From an optimization exercise on the open Yosys and OpenROAD flow, aimed at small area; shortcuts taken in it are not production practice.
At most, simulation tests tie the RTL to the original design; equivalence was not proved.

## tundra
## dsp
module dsp(
           rst,
           clk,
           i_enable_tx,
           i_enable_rx,
           i_enable_ber,
           i_phase,
           o_error_count_r,
           o_error_count_i,
           o_bit_count_r,
           o_bit_count_i,
           o_tx,
           o_rx,
           o_led
           );
    input rst;
    input clk;
    input i_enable_tx;
    input i_enable_rx;
    input i_enable_ber;
    input [1:0] i_phase;
    output [63:0] o_error_count_r;
    output [63:0] o_error_count_i;
    output [63:0] o_bit_count_r;
    output [63:0] o_bit_count_i;
    output [15:0] o_tx;
    output [15:0] o_rx;
    output [3:0] o_led;
    wire prbs_out_r;
    wire [7:0] tx_out_r;
    wire [7:0] rx_out_r;
    wire rx_bit_out_r;
    wire prbs_out_i;
    wire [7:0] tx_out_i;
    wire [7:0] rx_out_i;
    wire rx_bit_out_i;
    wire [63:0] bit_count;
    reg [4:0] clk_counter;      
    reg [1:0] phase;
    reg ber_rst;
    reg enable_tx;
    reg enable_rx;
    reg [1:0] tx_cs;        
    reg tx_started;         
    reg [1:0] rx_cc;        
    wire valid = (clk_counter[1:0] == 2'd1);
    assign o_led[0] = enable_tx;
    assign o_led[1] = enable_rx;
    assign o_led[2] = 1'b0;
    assign o_led[3] = ~((|o_error_count_r) | (|o_error_count_i));
    assign o_tx = {tx_out_r, tx_out_i};
    assign o_rx = {rx_out_r, rx_out_i};
    assign o_bit_count_r = bit_count;
    assign o_bit_count_i = bit_count;
    always @(posedge clk or negedge rst) begin
        if (!rst) begin
            clk_counter <= 5'd0;
            phase <= 2'd0;
            ber_rst <= 1'b0;
            enable_tx <= 1'b0;
            enable_rx <= 1'b0;
            tx_cs <= 2'd0;
            tx_started <= 1'b0;
            rx_cc <= 2'd0;
        end
  ...
For scale: about 6300 cells after synthesis, about 2800 flip-flops, roughly 300 I/O pins, roughly 93000 um^2 of cells after synthesis.
Settings: LEC_CHECK=0, CAP_MARGIN=20, CORE_MARGIN=2, CORE_UTILIZATION=55, CTS_BUF_LIST=sky130_fd_sc_hd__clkbuf_8, CTS_CLUSTER_DIAMETER=40, CTS_CLUSTER_SIZE=16, SLEW_MARGIN=20, SYNTH_HIERARCHICAL=1; clock period 8.0 ns.
run.sh (not shown) runs the stock make flow with config.mk's settings and CLKGATE_MAP_FILE= SYNTH_SCRIPT=/design/flow/synth_recipe.tcl, a recipe that flattens the netlist after the stock synthesis.
tundra finished end to end and its layout was clean on timing, DRC and antenna.
--- input diff tundra..juniper ---
Settings: CTS_BUF_LIST removed (was sky130_fd_sc_hd__clkbuf_8); CTS_CLUSTER_SIZE removed (was 16); CTS_CLUSTER_DIAMETER removed (was 40).
==> flow/flow/run.sh (new file) <==
#!/bin/bash
# Layout: the standard ORFS flow (standard.sh), with two changes to how
# the layout is built: the clock tree uses sink clusters of up to 30
# flip-flops and no dummy loads, and the port buffers are the smallest
# buffer cell.  Every tool's output stays in orfs/logs; make's own output
# goes to flow_make.log in this folder.
set -euo pipefail
export CTS_ARGS="-sink_clustering_enable -repair_clock_nets -sink_clustering_size 30 -sink_clustering_max_diameter 50 -buf_list {sky130_fd_sc_hd__clkbuf_16 sky130_fd_sc_hd__clkbuf_8} -dont_use_dummy_load"
export BUFFER_PORTS_ARGS="-buffer_cell sky130_fd_sc_hd__buf_1"
bash standard.sh > flow_make.log 2>&1
==> flow/standard.sh (new file) <==
#!/bin/bash
# synth_recipe.tcl (not shown) runs the flow's synth.tcl, then flattens the netlist and writes it again
# the make line also repeats each setting of config.mk as NAME=value (left out here)
make -C /OpenROAD-flow-scripts/flow DESIGN_CONFIG=/design/flow/config.mk WORK_HOME=/design/flow/orfs CLKGATE_MAP_FILE= SYNTH_SCRIPT=/design/flow/synth_recipe.tcl "${@:-finish}"
removed: flow/run.sh
Results
Re post-route core utilization: juniper and tundra aren't equal, and the lower value belongs to juniper.
Diff tundra -> juniper: fraction of area in multi-input gates now sits higher, number of antenna violations at the first check in global routing now sits lower.
--- input diff juniper..nickel ---
==> flow/flow/run.sh <==
#!/bin/bash
# Layout: the standard ORFS flow (standard.sh), with two changes to how
# the layout is built: the clock tree uses sink clusters of up to 16
# flip-flops and no dummy loads, and the port buffers are the smallest
# buffer cell.  Every tool's output stays in orfs/logs; make's own output
# goes to flow_make.log in this folder.
set -euo pipefail
export CTS_ARGS="-sink_clustering_enable -repair_clock_nets -sink_clustering_size 16 -sink_clustering_max_diameter 40 -buf_list {sky130_fd_sc_hd__clkbuf_8} -dont_use_dummy_load"
export BUFFER_PORTS_ARGS="-buffer_cell sky130_fd_sc_hd__buf_1"
bash standard.sh > flow_make.log 2>&1
nickel vs juniper, beginning of the critical path: rx_r.xl[80]$_DFFE_PN0P_ vs rx_i.xl[80]$_DFFE_PN0P_
For post-detailed-route via-to-cell ratio, juniper and nickel come out practically identical.
The higher global-route usage came out of nickel.
Against juniper, nickel reports a met3 demand-to-capacity share in global routing that is higher.
As far as non-clock buffer count in the final layout goes, nickel and juniper are indistinguishable; the numbers are identical.
Worst hold margin on nickel is behind juniper.
Taking juniper as the reference, in nickel maximum achievable frequency neither gained nor lost much, data required time at the worst endpoint went up.
## Diff of input files: maple against nickel
==> flow/flow/run.sh <==
#!/bin/bash
# Layout: the standard ORFS flow (standard.sh), with two changes to how
# the layout is built: the clock tree uses sink clusters of up to 24
# flip-flops and no dummy loads, and the port buffers are the smallest
# buffer cell.  Every tool's output stays in orfs/logs; make's own output
# goes to flow_make.log in this folder.
set -euo pipefail
export CTS_ARGS="-sink_clustering_enable -repair_clock_nets -sink_clustering_size 24 -sink_clustering_max_diameter 50 -buf_list {sky130_fd_sc_hd__clkbuf_16 sky130_fd_sc_hd__clkbuf_8} -dont_use_dummy_load"
export BUFFER_PORTS_ARGS="-buffer_cell sky130_fd_sc_hd__buf_1"
bash standard.sh > flow_make.log 2>&1
--- outcome ---
- Re sequential share of layout area: nickel was higher than maple.
- nickel has higher depth of the CTS H-tree than maple.
- The via count of maple is lower than that of nickel.
- Changes observed in maple relative to nickel: core utilization now sits higher, number of buffers on the longest clock path saw a decrease.
- The global router's overall resource usage reported for maple is smaller than that of nickel by 0.17 points.
- Summary — routed wire length, maple relative to nickel: lower, by 1.0%.
No run of this note included a check of the RTL's function; only the layout flow was run.

========
v17:
dsp, a different RTL version from the one above (not shown whole).
Size: ~5800 cells after synthesis, about 2800 flip-flops, about 300 I/O pins, ~0.091 mm² of cells after synthesis.
==> flow/config.mk <==
export PLATFORM = sky130hd
export DESIGN_NAME = dsp
export DESIGN_NICKNAME = dsp
export VERILOG_FILES = /design/flow/design.v
export SDC_FILE = /design/flow/constraint.sdc
export NUM_CORES = 4
export LEC_CHECK = 0
export CAP_MARGIN = 20
export CORE_MARGIN = 2
export CORE_UTILIZATION = 55
export SLEW_MARGIN = 20
export SYNTH_HIERARCHICAL = 1
==> flow/constraint.sdc <==
create_clock -name core_clock -period 8.0 [get_ports {clk}]
set_input_delay 1.6000 -clock core_clock [delete_from_list [all_inputs] [get_ports {clk}]]
set_output_delay 1.6000 -clock core_clock [all_outputs]
set_load 0.01 [all_outputs]
standard.sh (not shown) runs the stock make flow with config.mk's settings and CLKGATE_MAP_FILE= SYNTH_SCRIPT=/design/flow/synth_recipe.tcl, a recipe that flattens the netlist after the stock synthesis.
==> flow/flow/run.sh <==
#!/bin/bash
# Layout: the standard ORFS flow (standard.sh), with two changes to how
# the layout is built: the clock tree uses sink clusters of up to 22
# flip-flops and no dummy loads, and the port buffers are the smallest
# buffer cell.  Every tool's output stays in orfs/logs; make's own output
# goes to flow_make.log in this folder.
set -euo pipefail
export CTS_ARGS="-sink_clustering_enable -repair_clock_nets -sink_clustering_size 22 -sink_clustering_max_diameter 60 -buf_list {sky130_fd_sc_hd__clkbuf_8} -dont_use_dummy_load"
export BUFFER_PORTS_ARGS="-buffer_cell sky130_fd_sc_hd__buf_1"
bash standard.sh > flow_make.log 2>&1
v17 reached the final stage; the timing, design-rule and antenna checks on its layout passed.
Input changes introduced in v14 (baseline for comparison: v17):
==> flow/flow/run.sh <==
#!/bin/bash
# Layout: the standard ORFS flow (standard.sh), with two changes to how
# the layout is built: the clock tree uses sink clusters of up to 18
# flip-flops and no dummy loads, and the port buffers are the smallest
# buffer cell.  Every tool's output stays in orfs/logs; make's own output
# goes to flow_make.log in this folder.
set -euo pipefail
export CTS_ARGS="-sink_clustering_enable -repair_clock_nets -sink_clustering_size 18 -sink_clustering_max_diameter 50 -buf_list {sky130_fd_sc_hd__clkbuf_8} -dont_use_dummy_load"
export BUFFER_PORTS_ARGS="-buffer_cell sky130_fd_sc_hd__buf_1"
bash standard.sh > flow_make.log 2>&1
[summary]
Design area: higher on v14. The final layout net count in v14 was higher than what v17 gave. First-pass GRT wire length (v14 vs. v17) increases slightly. Per the comparison of v14 with v17, clock buffer count in the final layout moved up, synthesized cell count level, final critical delay including setup and external delays moved up, final core area utilization moved up.
> inputs changed (v14 -> v23)
==> flow/flow/run.sh <==
#!/bin/bash
# Layout: the standard ORFS flow (standard.sh), with two changes to how
# the layout is built: the clock tree uses sink clusters of up to 24
# flip-flops and no dummy loads, and the port buffers are the smallest
# buffer cell.  Every tool's output stays in orfs/logs; make's own output
# goes to flow_make.log in this folder.
set -euo pipefail
export CTS_ARGS="-sink_clustering_enable -repair_clock_nets -sink_clustering_size 24 -sink_clustering_max_diameter 50 -buf_list {sky130_fd_sc_hd__clkbuf_16 sky130_fd_sc_hd__clkbuf_8} -dont_use_dummy_load"
export BUFFER_PORTS_ARGS="-buffer_cell sky130_fd_sc_hd__buf_1"
bash standard.sh > flow_make.log 2>&1
Results
- In terms of overall routed net length, v14 and v23 differ only marginally.
- Looking at final instance area across v14 and v23, the one that comes out higher is v23.
- As far as register bit total from synthesis goes, v23 and v14 are indistinguishable; the numbers are identical.
- In v23 the relative max-transition margin turned out 4.0 points higher than in v14.
- Number of sequential cells in the layout came out exactly the same in v14 and v23.
- v23 -> v14: critical path depth delta 0, exact match
- Diff v14 -> v23 | detailed-routed wire length on met3 | down by a few percent
- There was hardly any difference in total via count in the routed design between v14 and v23.
- Going from v14 to v23, worst hold slack after final layout grows by 8.2 ps.

========
xenon:
dsp, a different RTL version from the one above (not shown whole).
For scale: about 2800 flip-flops, roughly 300 I/O pins, roughly 91000 µm² of cells after synthesis.
export LEC_CHECK = 0
export CAP_MARGIN = 20
export CORE_MARGIN = 2
export CORE_UTILIZATION = 68
export SLEW_MARGIN = 20
export SYNTH_HIERARCHICAL = 1
create_clock -name core_clock -period 8.0 [get_ports {clk}]
==> flow/flow/run.sh <==
#!/bin/bash
# Layout: the standard ORFS flow (standard.sh), with two changes to how
# the layout is built: the clock tree uses sink clusters of up to 20
# flip-flops and no dummy loads, and the port buffers are the smallest
# buffer cell.  Every tool's output stays in orfs/logs; make's own output
# goes to flow_make.log in this folder.
set -euo pipefail
export CTS_ARGS="-sink_clustering_enable -repair_clock_nets -sink_clustering_size 20 -sink_clustering_max_diameter 50 -buf_list {sky130_fd_sc_hd__clkbuf_8} -dont_use_dummy_load"
export BUFFER_PORTS_ARGS="-buffer_cell sky130_fd_sc_hd__buf_1"
bash standard.sh > flow_make.log 2>&1
xenon did not stop at any stage, and its layout met the timing, design-rule and antenna checks.
The inputs of violet differ from those of xenon as listed below.
Settings: changing CORE_UTILIZATION from 68 to 75.
==> flow/flow/run.sh <==
#!/bin/bash
# Layout: the standard ORFS flow (standard.sh), with two changes to how
# the layout is built: the clock tree uses sink clusters of up to 18
# flip-flops and no dummy loads, and the port buffers are the smallest
# buffer cell.  Every tool's output stays in orfs/logs; make's own output
# goes to flow_make.log in this folder.
set -euo pipefail
export CTS_ARGS="-sink_clustering_enable -repair_clock_nets -sink_clustering_size 18 -sink_clustering_max_diameter 50 -buf_list {sky130_fd_sc_hd__clkbuf_8} -dont_use_dummy_load"
export BUFFER_PORTS_ARGS="-buffer_cell sky130_fd_sc_hd__buf_1"
bash standard.sh > flow_make.log 2>&1
violet vs xenon, via count of the first global-routing pass went up by 2076.
From xenon to violet the numbers moved as follows: total length of routed wires now larger, post-layout minimum cycle time now larger, sequential share of layout area comparable.
Setup slack of the critical path after layout, xenon and violet: lower on violet
The inputs of raven differ from those of violet as listed below.
Settings: a change of CORE_UTILIZATION from 75 to 68.
==> comparison <==
Looking at the reports, violet completed the entire flow and the layout it produced met the timing, design-rule and antenna checks. raven finished every step from synthesis to the final layout, and the layout passed the timing, design-rule and antenna checks. Between violet and raven, the relative slew slack is higher for violet. Diff violet -> raven: number of cells on the worst reg-to-reg path shows an increase of 1; clock period minus final worst setup slack shows a reduction of 110 ps. From raven to violet, number of stages on the worst hold path did not move at all. The run showing the greater required arrival time at the worst endpoint is violet. Proportion of final cell area spent on non-clock buffers across violet and raven: no real change. Taking violet as the reference, in raven synthesis-to-layout area growth higher.
> inputs changed (raven -> zinc)
Settings: changing CORE_UTILIZATION from 68 to 55.
### Flow results
As far as area taken by multi-input logic gates is concerned, raven and zinc perform about the same.
From raven to zinc the numbers moved as follows: final weighted congestion of routability-driven global placement has decreased, summed area of non-filler cells in the final layout has increased, clock edge transition at the registers on the reported setup and hold paths has decreased, total routed wirelength has increased.
zinc | stages: all done | timing, DRC, antenna: all pass

## what the ideal ports hide
The results above use ideal ports. As a check the final layouts listed here were re-extracted and re-timed, cells and wires unchanged.
Step 1 assumes that a clkbuf_16 drives the clock port and a buf_2 every other input.
Step 2 adds t to the input delays and takes it off the output delays; t is the mean of the earliest and latest rising clock arrival at the registers after step 1. Input paths then give back, and output paths get back, about the clock's delay inside the block.
Slacks: ideal ports / drivers / drivers and shift; pairs: ideal ports / drivers.
run | shift t [ns] | setup slack, ns | hold WS [ns] | slew at the worst register clock pin (ns)
tundra | 1.067 | 0.440 / 0.440 / 0.440 | 0.219 / 0.219 / 0.219 | 0.10 / 0.10
juniper | 0.872 | 0.467 / 0.467 / 0.467 | 0.180 / 0.180 / 0.180 | 0.11 / 0.11
nickel | 1.054 | 0.477 / 0.477 / 0.477 | 0.172 / 0.172 / 0.172 | 0.09 / 0.09
maple | 0.866 | 0.472 / 0.472 / 0.472 | 0.209 / 0.209 / 0.209 | 0.09 / 0.09
v17 | 0.991 | 0.323 / 0.323 / 0.323 | 0.216 / 0.216 / 0.216 | 0.12 / 0.12
v14 | 1.006 | 0.304 / 0.304 / 0.304 | 0.242 / 0.242 / 0.242 | 0.11 / 0.11
v23 | 0.872 | 0.314 / 0.314 / 0.314 | 0.251 / 0.251 / 0.251 | 0.09 / 0.09
xenon | 0.960 | 0.328 / 0.328 / 0.328 | 0.269 / 0.269 / 0.269 | 0.12 / 0.12
violet | 0.986 | 0.228 / 0.228 / 0.228 | 0.266 / 0.266 / 0.266 | 0.11 / 0.11
raven | 0.965 | 0.334 / 0.334 / 0.334 | 0.257 / 0.257 / 0.257 | 0.11 / 0.11
zinc | 0.991 | 0.311 / 0.311 / 0.311 | 0.184 / 0.184 / 0.184 | 0.11 / 0.11
After both steps every run listed still meets setup and hold.
